From an optimization exercise on the open Yosys and OpenROAD flow, aimed at small area; shortcuts taken in it are not production practice.
Only simulation tests tie the RTL to the original design; equivalence was not proved.
No activity file was given, so power comes from the tool's default toggle rates.

==> flow/design.v <==
`timescale 1ns/1ns
`default_nettype none
module top (input wire clk,
            input wire rst,
            input wire mic_data_1,
            input wire mic_data_2,
            output wire serial_tx,
            output wire mic_clk_1,
            output wire mic_clk_2,
            output wire serial_split);
localparam [11:0] NSAMP = 12'd3125;
localparam [11:0] NCMP  = NSAMP - 12'd1;
reg [7:0] cnt;
always @(posedge clk)
  if (rst) cnt <= 8'd0;
  else     cnt <= cnt + 8'd1;
reg fresh;   
always @(posedge clk)
  if (rst) fresh <= 1'b1;
  else if (cnt == 8'd255) fresh <= 1'b0;
assign mic_clk_1 = cnt[1];
assign mic_clk_2 = cnt[1];
wire [1:0] ph = cnt[1:0] - 2'd1;                  
wire snap   = (cnt >= 8'd253) || (cnt == 8'd0);   
wire ifresh = fresh && (cnt[7:2] == 6'd0);        
wire win    = (cnt >= 8'd140) && (cnt < 8'd158);  
wire bfirst = (cnt == 8'd140);
wire zero   = fresh;                               
wire so1, so2;
cicint CIC1 (.clk(clk), .snap(snap), .win(win), .ifresh(ifresh), .ph(ph),
             .d_in(mic_data_1), .so(so1));
cicint CIC2 (.clk(clk), .snap(snap), .win(win), .ifresh(ifresh), .ph(ph),
             .d_in(mic_data_2), .so(so2));
wire [237:0] qa, qb;
combring RA (.clk(clk), .win(win), .bfirst(bfirst), .zero(zero), .x(so1),
             .ext(1'b1), .xin(qb[0]), .q(qa));
combring RB (.clk(clk), .win(win), .bfirst(bfirst), .zero(zero), .x(so2),
             .ext(1'b0), .xin(1'b0), .q(qb));
reg [17:0] a1, a2, a3;
always @(posedge clk)
  if (win) begin
    a1 <= {qa[54] & ~zero, a1[17:1]};
    a2 <= {a1[0] & ~zero, a2[17:1]};
    a3 <= {a2[0] & ~zero, a3[17:1]};
  end
reg        mb0, mb1;
reg [17:0] pa1;
always @* begin
  mb0 = 1'b0;
  if (cnt >= 8'd73 && cnt < 8'd91)        mb0 = qb[139];
  else if (cnt >= 8'd121 && cnt < 8'd139) mb0 = qb[73];
  else if (cnt >= 8'd169 && cnt < 8'd187) mb0 = qb[25];
  else if (cnt >= 8'd217 && cnt < 8'd235) mb0 = qb[197];
  else if (cnt >= 8'd9 && cnt < 8'd27)    mb0 = qa[167];
  mb1 = 1'b0; pa1 = a1;
  if (cnt >= 8'd158 && cnt < 8'd176)      begin mb1 = qb[0];   pa1 = a3; end
  else if (cnt >= 8'd206 && cnt < 8'd224) begin mb1 = qa[226]; pa1 = a2; end
  else if (cnt >= 8'd254 || cnt < 8'd16)  begin mb1 = qa[160]; pa1 = a2; end
  else if (cnt >= 8'd46 && cnt < 8'd64)   mb1 = qa[112];
  else if (cnt >= 8'd94 && cnt < 8'd112)  mb1 = qa[46];
end
reg        act;      
reg [1:0]  q;        
reg        scclr;    
reg        sceq;     
wire [7:0] u  = cnt - 8'd7;
wire [3:0] tl = {q, u[7:6]};           
wire [5:0] ti = u[5:0];                
wire       tend = act && q == 2'd2 && u[7];    
always @(posedge clk)
  if (rst) begin
    act <= 1'b0; q <= 2'd0; scclr <= 1'b0;
  end else begin
    if (cnt == 8'd6) begin
      if (sceq && !fresh) begin act <= 1'b1; q <= 2'd0; end
      else if (act) q <= q + 2'd1;
    end
    if (tend) begin act <= 1'b0; scclr <= 1'b1; end
    else if (cnt == 8'd68) scclr <= 1'b0;
  end
wire sending = act && !tend && (ti < 6'd48);
reg [255:0] r0, r1;
reg         e0, e1;
wire [9:0] clr;
genvar g;
generate
  for (g = 0; g < 10; g = g + 1) begin : gclr
    assign clr[g] = sending && (tl == g);
  end
endgenerate
wire        in0 = r0[18] & ~clr[3] & ~fresh;
wire        in1 = r1[18] & ~fresh;
wire        inc = (cnt == 8'd57);       
wire [17:0] x0 = r0[17:0];
wire [17:0] x1 = r1[17:0];
wire [17:0] y0 = a3  & {18{mb0 & ~fresh}};
wire [17:0] y1 = pa1 & {18{mb1 & ~fresh}};
wire [18:0] k0, k1;                        
assign k0[0] = inc & ~fresh;
assign k1[0] = 1'b0;
genvar gb;
generate
  for (gb = 0; gb < 18; gb = gb + 1) begin : gadd
    assign k0[gb+1] = (x0[gb] & y0[gb]) | (x0[gb] & k0[gb]) | (y0[gb] & k0[gb]);
    assign k1[gb+1] = (x1[gb] & y1[gb]) | (x1[gb] & k1[gb]) | (y1[gb] & k1[gb]);
  end
endgenerate
wire [19:0] t0, t1;
assign t0[17:0] = x0 ^ y0 ^ k0[17:0];
assign t1[17:0] = x1 ^ y1 ^ k1[17:0];
assign t0[18] = (e0 & ~fresh) ^ k0[18];
assign t1[18] = (e1 & ~fresh) ^ k1[18];
assign t0[19] = e0 & ~fresh & k0[18];
assign t1[19] = e1 & ~fresh & k1[18];
wire [18:0] w0 = {t0[19] | (t0[18] & in0), t0[18] ^ in0, t0[17:1]};
wire [18:0] w1 = {t1[19] | (t1[18] & in1), t1[18] ^ in1, t1[17:1]};
wire        scw = (cnt >= 8'd57) && (cnt < 8'd69);    
wire        o0  = (scw && scclr) ? inc : t0[0] & ~fresh;
wire [3:0]  scb = cnt[3:0] - 4'd9;                     
always @(posedge clk)
  if (scw) sceq <= (inc | sceq) & (o0 == NCMP[scb]);
reg [255:0] n0, n1;
always @* begin
  n0 = {o0, r0[255:19], w0[17:0]};
  n1 = {t1[0] & ~fresh, r1[255:19], w1[17:0]};
  if (clr[0]) n0[65]  = 1'b0;
  if (clr[1]) n0[49]  = 1'b0;
  if (clr[2]) n0[33]  = 1'b0;
  if (clr[5]) n0[193] = 1'b0;
  if (clr[4]) n1[150] = 1'b0;
  if (clr[6]) n1[70]  = 1'b0;
  if (clr[7]) n1[54]  = 1'b0;
  if (clr[8]) n1[38]  = 1'b0;
  if (clr[9]) n1[22]  = 1'b0;
end
always @(posedge clk) begin
  r0 <= n0;
  r1 <= n1;
  e0 <= w0[18];
  e1 <= w1[18];
end
reg tb;
always @* begin
  case (tl)
    4'd0: tb = r0[66];
    4'd1: tb = r0[50];
    4'd2: tb = r0[34];
    4'd3: tb = r0[18];
    4'd4: tb = r1[151];
    4'd5: tb = r0[194];
    4'd6: tb = r1[71];
    4'd7: tb = r1[55];
    4'd8: tb = r1[39];
    default: tb = r1[23];
  endcase
end
wire tx = !(act && !tend) | (sending & tb);
assign serial_tx = tx;
assign serial_split = tx;
endmodule
module cicint (input wire clk, input wire snap, input wire win,
               input wire ifresh, input wire [1:0] ph, input wire d_in,
               output wire so);
reg [19:0] i1, i2, i3, i4, i5;
reg        c1, c2, c3, c4, c5;
reg [17:0] dt;
wire       first = (ph == 2'd0);
wire [4:0] h1 = ifresh ? 5'd0 : i1[4:0];
wire [4:0] h2 = ifresh ? 5'd0 : i2[4:0];
wire [4:0] h3 = ifresh ? 5'd0 : i3[4:0];
wire [4:0] h4 = ifresh ? 5'd0 : i4[4:0];
wire [4:0] h5 = ifresh ? 5'd0 : i5[4:0];
wire       ci1 = first ? d_in : c1 & ~ifresh;
wire       ci2 = ~first & ~ifresh & c2;
wire       ci3 = ~first & ~ifresh & c3;
wire       ci4 = ~first & ~ifresh & c4;
wire       ci5 = ~first & ~ifresh & c5;
wire [4:0] g5  = snap ? 5'd0 : h5;        
wire [5:0] s1, s2, s3, s4, s5;
rip5 A1 (.a(h1), .b(5'd0), .ci(ci1), .s(s1));
rip5 A2 (.a(h2), .b(h1),   .ci(ci2), .s(s2));
rip5 A3 (.a(h3), .b(h2),   .ci(ci3), .s(s3));
rip5 A4 (.a(h4), .b(h3),   .ci(ci4), .s(s4));
rip5 A5 (.a(g5), .b(h4),   .ci(ci5), .s(s5));
always @(posedge clk) begin
  i1 <= {s1[4:0], i1[19:5]};
  i2 <= {s2[4:0], i2[19:5]};
  i3 <= {s3[4:0], i3[19:5]};
  i4 <= {s4[4:0], i4[19:5]};
  i5 <= {s5[4:0], i5[19:5]};
  c1 <= s1[5]; c2 <= s2[5]; c3 <= s3[5]; c4 <= s4[5]; c5 <= s5[5];
end
reg [17:0] dn;
always @* begin
  dn = {dt[0], dt[17:1]};
  if (snap)
    case (ph)
      2'd0: begin dn[16] = h5[0]; dn[17] = h5[1]; dn[0] = h5[2]; dn[1] = h5[3]; dn[2] = h5[4]; end
      2'd1: begin dn[2] = h5[0]; dn[3] = h5[1]; dn[4] = h5[2]; dn[5] = h5[3]; dn[6] = h5[4]; end
      2'd2: begin dn[6] = h5[0]; dn[7] = h5[1]; dn[8] = h5[2]; dn[9] = h5[3]; dn[10] = h5[4]; end
      default: begin dn[10] = h5[0]; dn[11] = h5[1]; dn[12] = h5[2]; end
    endcase
end
always @(posedge clk) dt <= dn;
assign so = dt[0];
endmodule
module combring (input wire clk, input wire win, input wire bfirst,
                 input wire zero, input wire x, input wire ext,
                 input wire xin, output wire [237:0] q);
reg  [237:0] r;
reg  [3:0]   bw;
wire [3:0] xs = {r[108], r[144], r[180], r[216]};
wire [3:0] ys = {r[90],  r[126], r[162], r[198]};
wire [3:0] bin = bfirst ? 4'd0 : bw;
wire [3:0] df  = xs ^ ys ^ bin;
wire [3:0] bo  = (~xs & ys) | (~(xs ^ ys) & bin);
reg  [237:0] n;
integer k;
always @* begin
  n = {r[0], r[237:1]};
  if (win) begin
    n[233] = x;
    n[197] = df[0];
    n[161] = df[1];
    n[125] = df[2];
    n[89]  = df[3];
    if (ext) n[53] = xin;
    if (zero)
      for (k = 0; k < 13; k = k + 1) n[18*k+17] = 1'b0;
  end
end
always @(posedge clk) begin
  r <= n;
  bw <= bo;
end
assign q = r;
endmodule
module rip5 (input wire [4:0] a, input wire [4:0] b, input wire ci,
             output wire [5:0] s);
wire [5:0] k;
assign k[0] = ci;
genvar i;
generate
  for (i = 0; i < 5; i = i + 1) begin : g
    assign {k[i+1], s[i]} = {1'b0, a[i]} + {1'b0, b[i]} + {1'b0, k[i]};
  end
endgenerate
assign s[5] = k[5];
endmodule
export LEC_CHECK = 0
export CAP_MARGIN = 20
export CORE_MARGIN = 2
export CORE_UTILIZATION = 65
export CTS_BUF_LIST = sky130_fd_sc_hd__clkbuf_8
export CTS_CLUSTER_DIAMETER = 50
export CTS_CLUSTER_SIZE = 20
export PLACE_DENSITY = 0.75
export SLEW_MARGIN = 20
create_clock -name core_clock -period 10.0 [get_ports {clk}]
standard.sh (not shown) runs the stock make flow with config.mk's settings and CLKGATE_MAP_FILE= SYNTH_SCRIPT=/design/flow/synth_recipe.tcl, a recipe that flattens the netlist after the stock synthesis.
==> flow/flow/run.sh <==
#!/bin/bash
set -euo pipefail
export CTS_ARGS="-sink_clustering_enable -repair_clock_nets -sink_clustering_size 20 -sink_clustering_max_diameter 50 -buf_list sky130_fd_sc_hd__clkbuf_8 -dont_use_dummy_load"
bash standard.sh finish > standard_flow.log 2>&1
Rerun with:
--- a/flow/design.v
+++ b/flow/design.v
@@ -49,18 +49,18 @@
   mb0 = 1'b0;
   if (cnt >= 8'd73 && cnt < 8'd91)        mb0 = qb[139];
   else if (cnt >= 8'd121 && cnt < 8'd139) mb0 = qb[73];
   else if (cnt >= 8'd169 && cnt < 8'd187) mb0 = qb[25];
   else if (cnt >= 8'd217 && cnt < 8'd235) mb0 = qb[197];
   else if (cnt >= 8'd9 && cnt < 8'd27)    mb0 = qa[167];
-  mb1 = 1'b0; pa1 = a1;
-  if (cnt >= 8'd158 && cnt < 8'd176)      begin mb1 = qb[0];   pa1 = a3; end
-  else if (cnt >= 8'd206 && cnt < 8'd224) begin mb1 = qa[226]; pa1 = a2; end
-  else if (cnt >= 8'd254 || cnt < 8'd16)  begin mb1 = qa[160]; pa1 = a2; end
-  else if (cnt >= 8'd46 && cnt < 8'd64)   mb1 = qa[112];
-  else if (cnt >= 8'd94 && cnt < 8'd112)  mb1 = qa[46];
+  mb1 = 1'b0; pa1 = a2;
+  if (cnt >= 8'd121 && cnt < 8'd139)      begin mb1 = qa[19]; pa1 = a1; end
+  else if (cnt >= 8'd169 && cnt < 8'd187) mb1 = qa[227];
+  else if (cnt >= 8'd217 && cnt < 8'd235) mb1 = qa[197];
+  else if (cnt >= 8'd9 && cnt < 8'd27)    mb1 = qa[167];
+  else if (cnt >= 8'd57 && cnt < 8'd75)   mb1 = qb[101];
 end
 reg        act;      
 reg [1:0]  q;        
 reg        scclr;    
 reg        sceq;     
 wire [7:0] u  = cnt - 8'd7;
@@ -86,13 +86,13 @@
 generate
   for (g = 0; g < 10; g = g + 1) begin : gclr
     assign clr[g] = sending && (tl == g);
   end
 endgenerate
 wire        in0 = r0[18] & ~clr[3] & ~fresh;
-wire        in1 = r1[18] & ~fresh;
+wire        in1 = r1[18] & ~clr[7] & ~fresh;
 wire        inc = (cnt == 8'd57);       
 wire [17:0] x0 = r0[17:0];
 wire [17:0] x1 = r1[17:0];
 wire [17:0] y0 = a3  & {18{mb0 & ~fresh}};
 wire [17:0] y1 = pa1 & {18{mb1 & ~fresh}};
 wire [18:0] k0, k1;                        
@@ -124,17 +124,15 @@
   n0 = {o0, r0[255:19], w0[17:0]};
   n1 = {t1[0] & ~fresh, r1[255:19], w1[17:0]};
   if (clr[0]) n0[65]  = 1'b0;
   if (clr[1]) n0[49]  = 1'b0;
   if (clr[2]) n0[33]  = 1'b0;
   if (clr[5]) n0[193] = 1'b0;
-  if (clr[4]) n1[150] = 1'b0;
-  if (clr[6]) n1[70]  = 1'b0;
-  if (clr[7]) n1[54]  = 1'b0;
-  if (clr[8]) n1[38]  = 1'b0;
-  if (clr[9]) n1[22]  = 1'b0;
+  if (clr[4] | clr[9]) n1[49] = 1'b0;
+  if (clr[6]) n1[129] = 1'b0;
+  if (clr[8]) n1[161] = 1'b0;
 end
 always @(posedge clk) begin
   r0 <= n0;
   r1 <= n1;
   e0 <= w0[18];
   e1 <= w1[18];
@@ -143,18 +141,18 @@
 always @* begin
   case (tl)
     4'd0: tb = r0[66];
     4'd1: tb = r0[50];
     4'd2: tb = r0[34];
     4'd3: tb = r0[18];
-    4'd4: tb = r1[151];
+    4'd4: tb = r1[50];
     4'd5: tb = r0[194];
-    4'd6: tb = r1[71];
-    4'd7: tb = r1[55];
-    4'd8: tb = r1[39];
-    default: tb = r1[23];
+    4'd6: tb = r1[130];
+    4'd7: tb = r1[18];
+    4'd8: tb = r1[162];
+    default: tb = r1[50];
   endcase
 end
 wire tx = !(act && !tend) | (sending & tb);
 assign serial_tx = tx;
 assign serial_split = tx;
 endmodule
After rerunning:
- The new run finished clean
- worst hold slack is worse by 21 ps
- total power climbs by about 0.35%
- non-clock buffer count drops by 3
- register-to-register slack is better by 40 ps
- final cell count drops by about 2.7%
- routed wire length drops by about 0.9%
- critical path depth is unchanged

afterwards: timing with drivers on the ports:
Ports are ideal in the flow. The routed layouts listed here were re-timed in OpenROAD.
Step 1: set_driving_cell puts a clkbuf_16 on clk and a buf_2 on each other input, an assumption about the parent block.
Step 2 moves the port delays by t, midway between the first and last clock arrival at a register: inputs arrive t later, outputs are due t later. That takes back most of the time a late clock gives input paths.
a / b / c = ideal / step 1 / step 2; a / b = the first two.
| run | shift t [ns] | setup slack, ns | latest minus earliest clock arrival (ns) |
|---|---|---|---|
| the first run | 0.707 | 0.332 / 0.332 / 0.332 | 0.061 / 0.060 |
| the second run | 0.699 | 0.370 / 0.370 / 0.370 | 0.084 / 0.084 |
After both steps setup and hold are still met in every run listed.
